This is an optimization exercise on Yosys and OpenROAD, whose aim is small area, a short achievable clock period and few clock cycles, not a production implementation. Only simulation tests tie the RTL to the original design; equivalence was not proved.

==> v28 <==
Design RV32ICore, start of the top module:
module RV32ICore(
    input wire CPU_CLK,
    input wire CPU_RST,
    output wire [31:0] CPU_InstMem_A,        
    input wire [31:0] CPU_InstMem_RD,        
    output wire [31:0] CPU_DataMem_A,        
    output wire [3:0] CPU_DataMem_WE,        
    output wire [31:0] CPU_DataMem_WD,       
    input wire [31:0] CPU_DataMem_RD         
    );
==> flow/config.mk <==
export PLATFORM = sky130hd
export DESIGN_NAME = RV32ICore
export DESIGN_NICKNAME = RV32ICore
export VERILOG_FILES = /design/flow/design.v
export SDC_FILE = /design/flow/constraint.sdc
export NUM_CORES = 8
export LEC_CHECK = 0
export ABC_AREA = 1
export CAP_MARGIN = 20
export CORE_MARGIN = 2
export CORE_UTILIZATION = 40
export SLEW_MARGIN = 20
==> flow/constraint.sdc <==
create_clock -name core_clock -period 12.0 [get_ports {CPU_CLK}]
set_input_delay 2.4000 -clock core_clock [delete_from_list [all_inputs] [get_ports {CPU_CLK}]]
set_output_delay 2.4000 -clock core_clock [all_outputs]
set_load 0.01 [all_outputs]
standard.sh (not shown) runs the stock make flow with config.mk's settings and CLKGATE_MAP_FILE= SYNTH_SCRIPT=/design/flow/synth_recipe.tcl, a recipe that flattens the netlist after the stock synthesis.
==> flow/flow/run.sh <==
#!/bin/bash
set -euo pipefail
bash standard.sh \
  SETUP_SLACK_MARGIN=8 \
  "BUFFER_PORTS_ARGS=-buffer_cell sky130_fd_sc_hd__buf_4" \
  "CTS_ARGS=-sink_clustering_enable -repair_clock_nets -sink_clustering_size 24 -sink_clustering_max_diameter 80 -dont_use_dummy_load" \
  finish > orfs_make.log 2>&1
==> v23 (differences from v28) <==
- ABC_AREA: 1 -> unset
==> v38 (differences from v28) <==
--- a/flow/design.v
+++ b/flow/design.v
@@ -13,13 +13,12 @@
     wire rst = CPU_RST;
     localparam NB = 6;                       
     wire        redir_e;                     
     wire [31:0] redir_e_pc;
     wire        stall_d;                     
     wire        kill_d, kill_e;
-    reg         q_br, q_jal, q_jalr, q_bad, q_ptk, q_taken;    
     wire        q_mis;                       
     reg  [31:0] q_tgt;                       
     reg         e_rw, e_ld, e_st, e_br, e_jal, e_jalr, e_csr, e_bad, e_ptk;
     reg  [4:0]  e_rd;
     reg  [2:0]  e_f3;
     reg  [31:0] a_e, r2_e, imm_e, pc_e;
@@ -50,65 +49,68 @@
     assign w_data[15:8]  = ({8{w_snl}} & w_res[15:8]) | ({8{w_sw || w_sh0}} & rdata[15:8])
                          | ({8{w_sh2}} & rdata[31:24]) | ({8{w_sbx && sign}});
     assign w_data[31:16] = ({16{w_snl}} & w_res[31:16]) | ({16{w_sw}} & rdata[31:16])
                          | ({16{(w_sbx || w_shx) && sign}});
     reg  [NB-1:0]    btb_v;
     reg  [8*NB-1:0]  btb_tag;
+    reg  [11*NB-1:0] btb_off;                
     reg  [9*NB-1:0]  btb_tlo;                
     reg  [2*NB-1:0]  btb_dh;                 
     reg  [2*NB-1:0]  btb_ctr;
     reg  [2:0]       btb_ptr;
     reg  [31:0] pc_f;
     reg  [NB-1:0] hit_f;
+    reg  [10:0] off_f;
     reg  [8:0]  tlo_f;
     reg  [1:0]  dh_f;
     reg         pt_f;
     integer i;
     always @(*) begin
+        off_f = 11'd0;
         tlo_f = 9'd0;
         dh_f = 2'd0;
         pt_f = 1'b0;
         for (i = 0; i < NB; i = i + 1) begin
             hit_f[i] = btb_v[i] && (btb_tag[8*i +: 8] == pc_f[9:2]);
+            off_f = off_f | ({11{hit_f[i]}} & btb_off[11*i +: 11]);
             tlo_f = tlo_f | ({9{hit_f[i]}} & btb_tlo[9*i +: 9]);
             dh_f = dh_f | ({2{hit_f[i]}} & btb_dh[2*i +: 2]);
             if (hit_f[i] && btb_ctr[2*i+1]) pt_f = 1'b1;
         end
     end
     wire [31:0] pc_f_inc = pc_f + 32'd4;
     wire [21:0] thi_p = pc_f[31:10] + 22'd1;
     wire [21:0] thi_m = pc_f[31:10] - 22'd1;
     wire [21:0] thi = ({22{dh_f[0]}} & thi_p) | ({22{dh_f[1]}} & thi_m) | ({22{!dh_f[0] && !dh_f[1]}} & pc_f[31:10]);
     wire [31:0] pc_f_tgt = {thi, tlo_f, pc_f[0]};
     reg  [31:0] a_pc;
     reg         a_pt;
-    reg  [11:0] a_off;
+    reg  [10:0] a_off;
     reg  [NB-1:0] a_hit;
     reg         f_held1, f_held2, f_redir1;
     wire        a_v = !f_held2 && !f_redir1;
     reg         hold_v, sk_v;                
-    wire        q_red = q_mis || q_jalr;     
-    wire        clear = q_red || redir_e;    
+    wire        clear = q_mis || redir_e;    
     wire        replay = !clear && hold_v && sk_v && a_v;
     wire        f_hold = !clear && !replay && hold_v;
     wire sel_r = !clear && replay;
     wire sel_h = f_hold;
     wire sel_t = !clear && !replay && !hold_v && pt_f;
     wire sel_i = !clear && !replay && !hold_v && !pt_f;
     wire [31:0] pc_f_nr = ({32{sel_r}} & a_pc) | ({32{sel_h}} & pc_f)
                         | ({32{sel_t}} & pc_f_tgt) | ({32{sel_i}} & pc_f_inc);
-    wire [31:0] pc_f_next = ({32{q_red}} & q_tgt) | ({32{!q_red && redir_e}} & redir_e_pc)
-                          | ({32{!q_red && !redir_e}} & pc_f_nr);
+    wire [31:0] pc_f_next = ({32{q_mis}} & q_tgt) | ({32{!q_mis && redir_e}} & redir_e_pc)
+                          | ({32{!q_mis && !redir_e}} & pc_f_nr);
     always @(posedge clk) begin
         if (rst)
             pc_f <= 32'd0;
         else
             pc_f <= pc_f_next;
         a_pc <= pc_f;
         a_pt <= pt_f;
-        a_off <= {tlo_f < pc_f[9:1], dh_f, tlo_f - pc_f[9:1]};
+        a_off <= off_f;
         a_hit <= hit_f;
     end
     always @(posedge clk or posedge rst) begin
         if (rst) begin
             f_held1 <= 1'b0;
             f_held2 <= 1'b0;
@@ -119,18 +121,18 @@
             f_redir1 <= clear || replay;
         end
     end
     assign CPU_InstMem_A = pc_f;
     reg  [31:0] ir_hold, dh_pc, sk_ir, sk_pc;
     reg         dh_pt, sk_pt;
-    reg  [11:0] dh_off, sk_off;
+    reg  [10:0] dh_off, sk_off;
     reg  [NB-1:0] dh_hit, sk_hit;
     wire [31:0] ir     = hold_v ? ir_hold : sk_v ? sk_ir : CPU_InstMem_RD;
     wire [31:0] pc_d   = hold_v ? dh_pc   : sk_v ? sk_pc   : a_pc;
     wire        pt_d   = hold_v ? dh_pt   : sk_v ? sk_pt   : a_pt;
-    wire [11:0] poff_d = hold_v ? dh_off  : sk_v ? sk_off  : a_off;
+    wire [10:0] poff_d = hold_v ? dh_off  : sk_v ? sk_off  : a_off;
     wire [NB-1:0] hit_d = hold_v ? dh_hit : sk_v ? sk_hit  : a_hit;
     wire vd = (hold_v || sk_v || a_v) && !kill_d;
     always @(posedge clk or posedge rst) begin
         if (rst) begin
             hold_v <= 1'b0;
             sk_v <= 1'b0;
@@ -174,27 +176,15 @@
     wire [31:0] immI = {{20{ir[31]}}, ir[31:20]};
     wire [31:0] immS = {{20{ir[31]}}, ir[31:25], ir[11:7]};
     wire [31:0] immB = {{20{ir[31]}}, ir[7], ir[30:25], ir[11:8], 1'b0};
     wire [31:0] immU = {ir[31:12], 12'b0};
     wire [31:0] immJ = {{12{ir[31]}}, ir[19:12], ir[20], ir[30:21], 1'b0};
     wire [31:0] pc4 = pc_d + 32'd4;
-    function step_ok(input [21:0] hi, input c, input [1:0] dh);
-        reg z, o, p1, m2;
-        begin
-            z  = hi == 22'd0;
-            o  = &hi;
-            p1 = hi == 22'd1;
-            m2 = hi == 22'h3ffffe;
-            step_ok = (dh == 2'b00 && ((z && !c) || (o && c))) ||
-                      (dh == 2'b01 && ((z && c) || (p1 && !c))) ||
-                      (dh == 2'b10 && ((o && !c) || (m2 && c)));
-        end
-    endfunction
-    wire ok_b = immB[9:1] == poff_d[8:0] && step_ok(immB[31:10], poff_d[11], poff_d[10:9]);
-    wire ok_j = immJ[9:1] == poff_d[8:0] && step_ok(immJ[31:10], poff_d[11], poff_d[10:9]);
-    wire vhit  = (|hit_d) && ((is_br && ok_b) || (is_jal && ok_j));
+    wire jfit  = (&immJ[20:11]) || !(|immJ[20:11]);
+    wire bfit  = immB[12] == immB[11];
+    wire vhit  = (|hit_d) && ((is_br && bfit && poff_d == immB[11:1]) || (is_jal && jfit && poff_d == immJ[11:1]));
     wire ptk   = pt_d && vhit;
     wire bad   = pt_d && !vhit && !is_jal;
     wire has_rd = is_lui || is_auipc || is_jal || is_jalr || is_ld || is_opi || is_op || is_csr;
     wire use1 = !(is_lui || is_auipc || is_jal || (is_csr && f3[2]));
     wire use2 = is_br || is_st || is_op;
     wire haz_e = e_ld && ((use1 && rs1 == e_rd) || (use2 && rs2 == e_rd));
@@ -300,15 +290,13 @@
     wire [31:0] A  = ({32{e_fa_m}} & m_res) | ({32{e_fa_w}} & w_res) | ({32{e_fa_r}} & a_e);
     wire [31:0] R2 = ({32{e_fb_m}} & m_res) | ({32{e_fb_w}} & w_res) | ({32{e_fb_r}} & r2_e);
     wire [31:0] B  = ({32{e_gb_m}} & m_res) | ({32{e_gb_w}} & w_res) | ({32{e_gb_r}} & r2_e) | ({32{e_gb_i}} & imm_e);
     wire [31:0] Af = A | ({32{e_fa_l}} & rdata);
     wire [31:0] R2f = R2 | ({32{e_fb_l}} & rdata);
     wire [31:0] Bf = B | ({32{e_gb_l}} & rdata);
-    wire [31:0] SX = {32{e_sub}};
-    wire [31:0] Ax = ({32{e_fa_m}} & (m_res ^ SX)) | ({32{e_fa_w}} & (w_res ^ SX)) | ({32{e_fa_r}} & (a_e ^ SX));
-    wire [32:0] sum33 = {1'b0, Ax} + {1'b0, B};
+    wire [32:0] sum33 = {1'b0, A ^ {32{e_sub}}} + {1'b0, B};
     wire [31:0] sum = sum33[31:0] ^ {32{e_sub}};
     wire ltu = sum33[32];
     wire lts = (A[31] ^ B[31]) ? A[31] : sum[31];
     wire eq  = Af == R2f;
     wire lt_lo = Af[30:0] < R2f[30:0];
     wire lt  = (Af[31] != R2f[31]) ? (e_f3[1] ? R2f[31] : Af[31]) : lt_lo;
@@ -354,16 +342,18 @@
                     | ({32{e_r_csr}}  & csr_old);
     wire [31:0] tgt_e = pc_e + imm_e;
     assign pc4_e = pc_e + 32'd4;
     wire cond  = e_f3[2] ? lt : eq;
     wire taken = cond ^ e_f3[0];
     wire e_bad_v = e_bad && !kill_e;
-    assign redir_e = (e_jal_v && !e_ptk) || e_bad_v;
-    assign redir_e_pc = ({32{e_jal}} & tgt_e) | ({32{!e_jal}} & pc4_e);
+    assign redir_e = (e_jal_v && !e_ptk) || e_jalr_v || e_bad_v;
+    assign redir_e_pc = ({32{e_jalr}} & {sum[31:1], 1'b0}) | ({32{!e_jalr && e_jal}} & tgt_e)
+                      | ({32{!e_jalr && !e_jal}} & pc4_e);
     always @(posedge clk)
-        q_tgt <= e_jalr ? {sum[31:1], 1'b0} : e_ptk ? pc4_e : tgt_e;
+        q_tgt <= e_ptk ? pc4_e : tgt_e;
+    reg  q_br, q_jal, q_jalr, q_bad, q_ptk, q_taken;
     always @(posedge clk or posedge rst) begin
         if (rst) begin
             q_br <= 1'b0; q_jal <= 1'b0; q_jalr <= 1'b0; q_bad <= 1'b0;
         end else begin
             q_br <= e_br_v;
             q_jal <= e_jal_v;
@@ -374,19 +364,20 @@
     always @(posedge clk) begin
         q_ptk <= e_ptk;
         q_taken <= taken;
     end
     assign q_mis = q_br && (q_taken != q_ptk);
     assign kill_e = q_mis || (q_jal && !q_ptk) || q_jalr || q_bad;
-    assign kill_d = q_red;
-    wire fit_e = (&imm_e[20:10]) || !(|imm_e[20:10]);
+    assign kill_d = q_mis;
+    wire fit_e = (&imm_e[20:11]) || !(|imm_e[20:11]);
     wire hi_ne = tgt_e[31:10] != pc_e[31:10];
     reg  u_br, u_brfit, u_jalfit, u_jal;
     wire u_taken = q_taken;
     reg  [NB-1:0] u_hit;
     reg  [7:0]  u_tag;
+    reg  [10:0] u_off;
     reg  [8:0]  u_tlo;
     reg  [1:0]  u_dh;
     always @(posedge clk or posedge rst) begin
         if (rst) begin
             u_br <= 1'b0;
             u_brfit <= 1'b0;
@@ -398,12 +389,13 @@
         end
     end
     always @(posedge clk) begin
         u_jal <= e_jal;
         u_hit <= e_hit;
         u_tag <= e_tag;
+        u_off <= imm_e[11:1];
         u_tlo <= tgt_e[9:1];
         u_dh  <= {hi_ne && imm_e[31], hi_ne && !imm_e[31]};
     end
     wire u_alloc = !(|u_hit) && ((u_brfit && u_taken) || u_jalfit);
     genvar b;
     generate
@@ -414,12 +406,13 @@
                 else if (u_alloc && btb_ptr == b)
                     btb_v[b] <= 1'b1;
             end
             always @(posedge clk) begin
                 if (u_alloc && btb_ptr == b) begin
                     btb_tag[8*b +: 8] <= u_tag;
+                    btb_off[11*b +: 11] <= u_off;
                     btb_tlo[9*b +: 9] <= u_tlo;
                     btb_dh[2*b +: 2] <= u_dh;
                     btb_ctr[2*b +: 2] <= u_jal ? 2'd3 : 2'd2;
                 end else if (u_br && u_hit[b]) begin
                     if (u_taken && btb_ctr[2*b +: 2] != 2'd3)
                         btb_ctr[2*b +: 2] <= btb_ctr[2*b +: 2] + 2'd1;
- ABC_AREA: 1 -> unset
==> results.txt <==
- Register-to-register slack: v23 < v38 < v28.
- Of v28 and v23, v28 has the higher cell count (gap 23%, measured against v23).
- Setup slack: v28 > v38 > v23.
- Synthesized area, highest first: v28, v38, v23.
- Against v23, the first-iteration DRC count of v38 is lower by 9.6%.
Testbench counts of v28, summed over its fixed seeds: cycles 715,574.
Testbench counts of v23, summed over its fixed seeds: cycles 715,574.
Testbench counts of v38, summed over its fixed seeds: cycles 712,832.

==> port drivers added, routing unchanged <==
How much do the figures lean on ideal ports? The routed layouts below were timed once more, with nothing changed but the port constraints.
Step 1: set_driving_cell puts a clkbuf_16 on CPU_CLK and a buf_2 on each other input, an assumption about the parent block.
Step 2 moves the port delays by t, midway between the first and last clock arrival at a register: inputs arrive t later, outputs are due t later. That takes back most of the time a late clock gives input paths.
Three values: ideal, step 1, step 2; two values: the first two.
| run | shift t [ns] | setup slack, ns | worst register clock-pin slew, ns | worst data-port slew with drivers (ns) | pins driven straight from the clock port |
|---|---|---|---|---|---|
| v28 | 1.053 | 7.869 / 7.787 / 6.734 | 0.11 / 0.11 | 0.53 | 1 |
| v23 | 1.039 | 7.369 / 7.369 / 6.450 | 0.11 / 0.11 | 0.17 | 1 |
| v38 | 1.078 | 7.814 / 7.814 / 6.818 | 0.10 / 0.10 | 0.12 | 1 |
After both steps setup and hold are still met in every run listed. For v28, which loses most, drivers alone change the setup slack by -0.082 ns; drivers and shift together by -1.135 ns.
